From an optimization exercise on the open Yosys and OpenROAD flow, aimed at small area, a short achievable clock period and few clock cycles per item; shortcuts taken in it are not production practice. Where RTL was checked, it was by simulation tests only, not by an equivalence proof against the original.

## ntt_core
module ntt_core #(
    parameter WIDTH = 24
)(
    input  wire          clk,
    input  wire          rst_n,
    input  wire          start,
    output reg           done,
    output reg  [7:0]    ram_addr_a,
    output reg           ram_we_a,
    output reg  [WIDTH-1:0] ram_wdata_a,
    input  wire [WIDTH-1:0] ram_rdata_a,
    output reg  [7:0]    ram_addr_b,
    output reg           ram_we_b,
    output reg  [WIDTH-1:0] ram_wdata_b,
    input  wire [WIDTH-1:0] ram_rdata_b
);
    localparam integer WOFS = 14;
    localparam [10:0] CC_LAST = 11'd1035;    
    reg        run;       
    reg        prm;       
    reg [10:0] cc;        
    reg [2:0]  pj;        
    reg [3:0]  pd;        
    reg [1:0]  pm;        
    wire idle = !run && !prm;
    function [7:0] pos;
        input [7:0] g;
        input [1:0] e;
        begin
            case (g[7:6])
                2'd0: pos = {e, g[5:0]};
                2'd1: pos = {g[5:4], e, g[3:0]};
                2'd2: pos = {g[5:2], e, g[1:0]};
                default: pos = {g[5:0], e};
            endcase
        end
    endfunction
    function [3:0] brv4;
        input [3:0] x;
        brv4 = {x[0], x[1], x[2], x[3]};
    endfunction
    wire [10:0] cn  = cc + 11'd1;
    wire [10:0] cw  = cc + 11'd1 - WOFS;       
    wire        rd_n = run && (cn[10] == 1'b0) && (cn[1] == 1'b0);
    wire        wr_n = run && (cc >= WOFS - 1) && (cc < CC_LAST) && (cw[1] == 1'b0);
    wire [7:0]  gr   = cn[9:2];
    wire [7:0]  gw   = cw[9:2];
    wire [2:0]  pj_n   = (pj == 3'd5) ? 3'd0 : pj + 3'd1;
    wire        pf_end = (pj == 3'd5);
    wire        plast  = pf_end && (pd == 4'd8) && (pm == 2'd1);
    wire [3:0]  pd_n   = (pf_end && ((pd != 4'd8 && pm == 2'd3))) ? pd + 4'd1 : pd;
    wire [1:0]  pm_n   = pf_end ? ((pm == 2'd3 || (pd == 4'd8 && pm == 2'd1)) ? 2'd0 : pm + 2'd1) : pm;
    wire        sec_n  = pj_n[0];
    wire [3:0]  xa_n   = {pm_n, sec_n, 1'b0};
    wire [3:0]  xb_n   = {pm_n, sec_n, 1'b1};
    wire [3:0]  ya_n   = xa_n + pd_n;
    wire [3:0]  yb_n   = xb_n + pd_n;
    wire        useb_n = (pj_n[2:1] == 2'd1);     
    wire [7:0]  pa_n   = useb_n ? {ya_n, brv4(xa_n)} : {xa_n, brv4(ya_n)};
    wire [7:0]  pb_n   = useb_n ? {yb_n, brv4(xb_n)} : {xb_n, brv4(yb_n)};
  ...
For scale: about 5200 cells after synthesis, about 590 flip-flops, roughly 120 I/O pins.
Settings: LEC_CHECK=0, CAP_MARGIN=20, CORE_MARGIN=2, CORE_UTILIZATION=40, SLEW_MARGIN=20; clock period 10.0 ns.
standard.sh (not shown) runs the stock make flow with config.mk's settings and CLKGATE_MAP_FILE= SYNTH_SCRIPT=/design/flow/synth_recipe.tcl, a recipe that flattens the netlist after the stock synthesis.
==> flow/flow/run.sh <==
#!/bin/bash
# Layout flow: the standard ORFS flow (standard synthesis unchanged), with the
# setup repair aiming for more slack than the 10 ns clock needs, so that the
# resizer works on the design's real critical paths.
set -euo pipefail
MARGIN=$(cat flow/margin.txt)
bash standard.sh SETUP_SLACK_MARGIN=$MARGIN finish > standard.log 2>&1
==> flow/flow/margin.txt <==
7.0
The starting point produced a clean layout.
Change:
==> flow/flow/margin.txt (replaced) <==
6.5
After rerunning: Utilization goes down by 5.2 points. Global-route usage goes down by 2.7 points. Maximum frequency goes down by 1.1%.
Function was not checked in any run of this note: the RTL went through the layout flow alone.

## TR
Another version of the RTL of ntt_core (not shown whole).
Size in the first run: about 5400 cells after synthesis, about 600 flip-flops, ~46000 µm² of cells after synthesis.
clock: 10.0 ns
lec_check: 0
cap_margin: 20
core_margin: 2
core_utilization: 40
slew_margin: 20
==> flow/flow/margin.txt <==
6.6
Scripts as last shown in full above: flow/flow/run.sh
TR was carried through to the last stage, and its layout satisfied the timing, DRC and antenna checks.
Testbench counts of TR, summed over its fixed seeds: cycles 29,240, transforms 24.
Edits applied to the flow inputs when going from TR to AL:
==> flow/flow/margin.txt <==
6.5
For fraction of area in registers, TR and AL come out practically identical. As far as number of buffers inserted by hold repair at cts goes, TR and AL are indistinguishable; the numbers are identical. Summary of AL over TR: design area shrank by about 0.55%, end-of-flow core utilization shrank by 0.25 points, insertion delay of the later-clocked pin in the worst-skew pair did not really move. Compared with TR, in AL setup slack shows a reduction of 66 ps; data required time of the worst path ~0 delta; post-layout instance count excluding filler cells essentially unchanged.

ntt_core, a different RTL version from the one above (not shown whole).
Size: ~5,000 cells after synthesis, ~620 flip-flops, ~120 I/O pins, about 44,000 um2 of cells after synthesis.
==> flow/config.mk <==
export PLATFORM = sky130hd
export DESIGN_NAME = ntt_core
export DESIGN_NICKNAME = ntt_core
export VERILOG_FILES = /design/flow/design.v
export SDC_FILE = /design/flow/constraint.sdc
export NUM_CORES = 8
export LEC_CHECK = 0
export CAP_MARGIN = 20
export CORE_MARGIN = 2
export CORE_UTILIZATION = 40
export SLEW_MARGIN = 20
==> flow/constraint.sdc <==
create_clock -name core_clock -period 10.0 [get_ports {clk}]
set_input_delay 2.0000 -clock core_clock [delete_from_list [all_inputs] [get_ports {clk}]]
set_output_delay 2.0000 -clock core_clock [all_outputs]
set_load 0.01 [all_outputs]
==> flow/flow/margin.txt <==
6.6
Scripts as last shown in full above: flow/flow/run.sh
Testbench counts at the start, summed over its fixed seeds: cycles 24,920, transforms 24.
Then changed:
==> flow/flow/margin.txt (replaced) <==
6.7
The new run produced a clean layout.
Cell area rose slightly.
Sequential share of layout area hardly moves.
Fmax rose by a few percent.
Via count rose slightly.

oak:
ntt_core, a different RTL version from the one above (not shown whole).
Size in the first run: about 5400 cells after synthesis, about 600 flip-flops, about 120 I/O pins, about 46000 µm² of cells after synthesis.
// ntt_core
module ntt_core #(
    parameter WIDTH = 24
)(
    input  wire          clk,
    input  wire          rst_n,
    input  wire          start,
    output reg           done,
    output reg  [7:0]    ram_addr_a,
    output reg           ram_we_a,
    output reg  [WIDTH-1:0] ram_wdata_a,
    input  wire [WIDTH-1:0] ram_rdata_a,
    output reg  [7:0]    ram_addr_b,
    output reg           ram_we_b,
    output reg  [WIDTH-1:0] ram_wdata_b,
    input  wire [WIDTH-1:0] ram_rdata_b
);
    localparam [10:0] CC_LAST = 11'd1037;    
    reg        run;       
    reg        prm;       
    reg [10:0] cn;        
    reg [2:0]  pj;        
    reg [3:0]  pd;        
    reg [1:0]  pm;        
    wire idle = !run && !prm;
    function [7:0] pos;
        input [7:0] g;
        input [1:0] e;
        begin
            case (g[7:6])
                2'd0: pos = {e, g[5:0]};
                2'd1: pos = {g[5:4], e, g[3:0]};
                2'd2: pos = {g[5:2], e, g[1:0]};
                default: pos = {g[5:0], e};
            endcase
        end
    endfunction
    function [3:0] brv4;
        input [3:0] x;
        brv4 = {x[0], x[1], x[2], x[3]};
    endfunction
    wire [8:0]  kn   = cn[10:2];
    wire [8:0]  kw1  = kn - 9'd3;               
    wire [8:0]  kw2  = kn - 9'd4;               
    wire        rd_n = run && (kn[8] == 1'b0) && (cn[0] == 1'b0);
    wire        w1_n = run && (cn[1:0] == 2'd3) && (kn >= 9'd3) && (kw1[8] == 1'b0);
    wire        w2_n = run && (cn[1:0] == 2'd1) && (kn >= 9'd4) && (kw2[8] == 1'b0);
    wire [2:0]  pj_n   = (pj == 3'd5) ? 3'd0 : pj + 3'd1;
    wire        pf_end = (pj == 3'd5);
    wire        plast  = pf_end && (pd == 4'd8) && (pm == 2'd1);
    wire [3:0]  pd_n   = (pf_end && ((pd != 4'd8 && pm == 2'd3))) ? pd + 4'd1 : pd;
    wire [1:0]  pm_n   = pf_end ? ((pm == 2'd3 || (pd == 4'd8 && pm == 2'd1)) ? 2'd0 : pm + 2'd1) : pm;
    wire        sec_n  = pj_n[0];
    wire [3:0]  xa_n   = {pm_n, sec_n, 1'b0};
    wire [3:0]  xb_n   = {pm_n, sec_n, 1'b1};
    wire [3:0]  ya_n   = xa_n + pd_n;
    wire [3:0]  yb_n   = xb_n + pd_n;
    wire        useb_n = (pj_n[2:1] == 2'd1);     
    wire [7:0]  pa_n   = useb_n ? {ya_n, brv4(xa_n)} : {xa_n, brv4(ya_n)};
    wire [7:0]  pb_n   = useb_n ? {yb_n, brv4(xb_n)} : {xb_n, brv4(yb_n)};
    wire        pwe_n  = (pj_n >= 3'd2);
    reg  [22:0] V;                  
  ...
export LEC_CHECK = 0
export CAP_MARGIN = 20
export CORE_MARGIN = 2
export CORE_UTILIZATION = 40
export SLEW_MARGIN = 20
create_clock -name core_clock -period 10.0 [get_ports {clk}]
==> flow/flow/margin.txt <==
6.4
Scripts as last shown in full above: flow/flow/run.sh
Testbench counts of oak, summed over its fixed seeds: cycles 29,240, transforms 24.
Inputs modified between oak and pine:
- putting ABC_AREA at 1 where nothing was set
==> flow/flow/margin.txt <==
6.5
[summary]
- Summed area of non-filler cells in the final layout: pine higher than oak
- oak → pine: post-route core utilization grew by 0.31 points; wire length after detailed routing increased about 17%; instance count on the critical path did not really move; synthesized-area fraction occupied by adder cells decreased by 0.22 points relative to the old numbers; share of the final layout cell area in sequential cells fell 0.50 points.
- Lower worst hold slack among pine and oak: pine
- The lower final net count came out of oak.
- Die area was higher in the run labelled pine.
Edits applied to the flow inputs when going from pine to birch:
- CORE_UTILIZATION changed from 40 to 55
- ABC_AREA removed (was 1)
Notes after the runs:
In birch, the global placer's final weighted congestion came out 2.6% above the value in pine.
birch: compound-gate portion of the synthesized area is 7.3 points higher than what pine reported.
pine ended up with tidx[0]$_DFF_P_ as its beginning of the critical path; birch ended up with tidx[1]$_DFF_P_.
Fmax is lower on pine
Area of the die down about 28% in birch wrt pine
Looking at birch and pine, the area taken by flip-flops and latches is a wash.
What maple does differently from birch at the input level:
- CORE_UTILIZATION changed from 55 to 40
### Flow results
Between maple and birch, the fmax does not differ in any meaningful way.
Re area added between synthesis and finish: birch and maple aren't equal, and the lower value belongs to birch.
maple ends up with lower starting density of the core than birch does.
The lower tapcell count came out of birch.

[what the ideal ports hide]
Ports are ideal in the flow. The routed layouts listed here were re-timed in OpenROAD. Step 1 sets driving cells, clkbuf_16 on the clock port and buf_2 on the other inputs (assumed; they add their load-dependent delay and slew). Step 2 also shifts input and output timing later by t, the mid clock arrival at the registers, as if the neighbouring blocks saw the same clock. a / b / c = no drivers / after step 1 / after step 2; a / b = the first two.
run | t (ns) | setup slack, ns | worst hold slack (ns) | clock arrival spread, ns
the first run of note 1 | 0.720 | 6.265 / 6.265 / 6.265 | 0.319 / 0.319 / 0.319 | 0.039 / 0.039
the second run of note 1 | 0.725 | 6.223 / 6.223 / 6.223 | 0.318 / 0.318 / 0.318 | 0.049 / 0.048
TR | 0.704 | 6.579 / 6.570 / 6.423 | 0.319 / 0.319 / 0.319 | 0.026 / 0.026
AL | 0.703 | 6.513 / 6.490 / 6.451 | 0.322 / 0.322 / 0.322 | 0.030 / 0.031
the first run of note 3 | 0.697 | 6.596 / 6.591 / 6.419 | 0.311 / 0.311 / 0.311 | 0.033 / 0.033
the second run of note 3 | 0.693 | 6.726 / 6.663 / 6.509 | 0.305 / 0.305 / 0.305 | 0.067 / 0.067
oak | 0.681 | 6.300 / 6.300 / 6.300 | 0.325 / 0.325 / 0.325 | 0.031 / 0.031
pine | 0.695 | 6.444 / 6.444 / 6.444 | 0.318 / 0.318 / 0.318 | 0.031 / 0.031
birch | 0.684 | 6.509 / 6.509 / 6.509 | 0.310 / 0.310 / 0.310 | 0.034 / 0.033
maple | 0.687 | 6.516 / 6.499 / 6.516 | 0.325 / 0.325 / 0.325 | 0.032 / 0.032
After both steps every run listed still meets setup and hold. The setup slack of the second run of note 3, which loses most, moves by -0.063 ns with the drivers and by -0.217 ns with both steps.
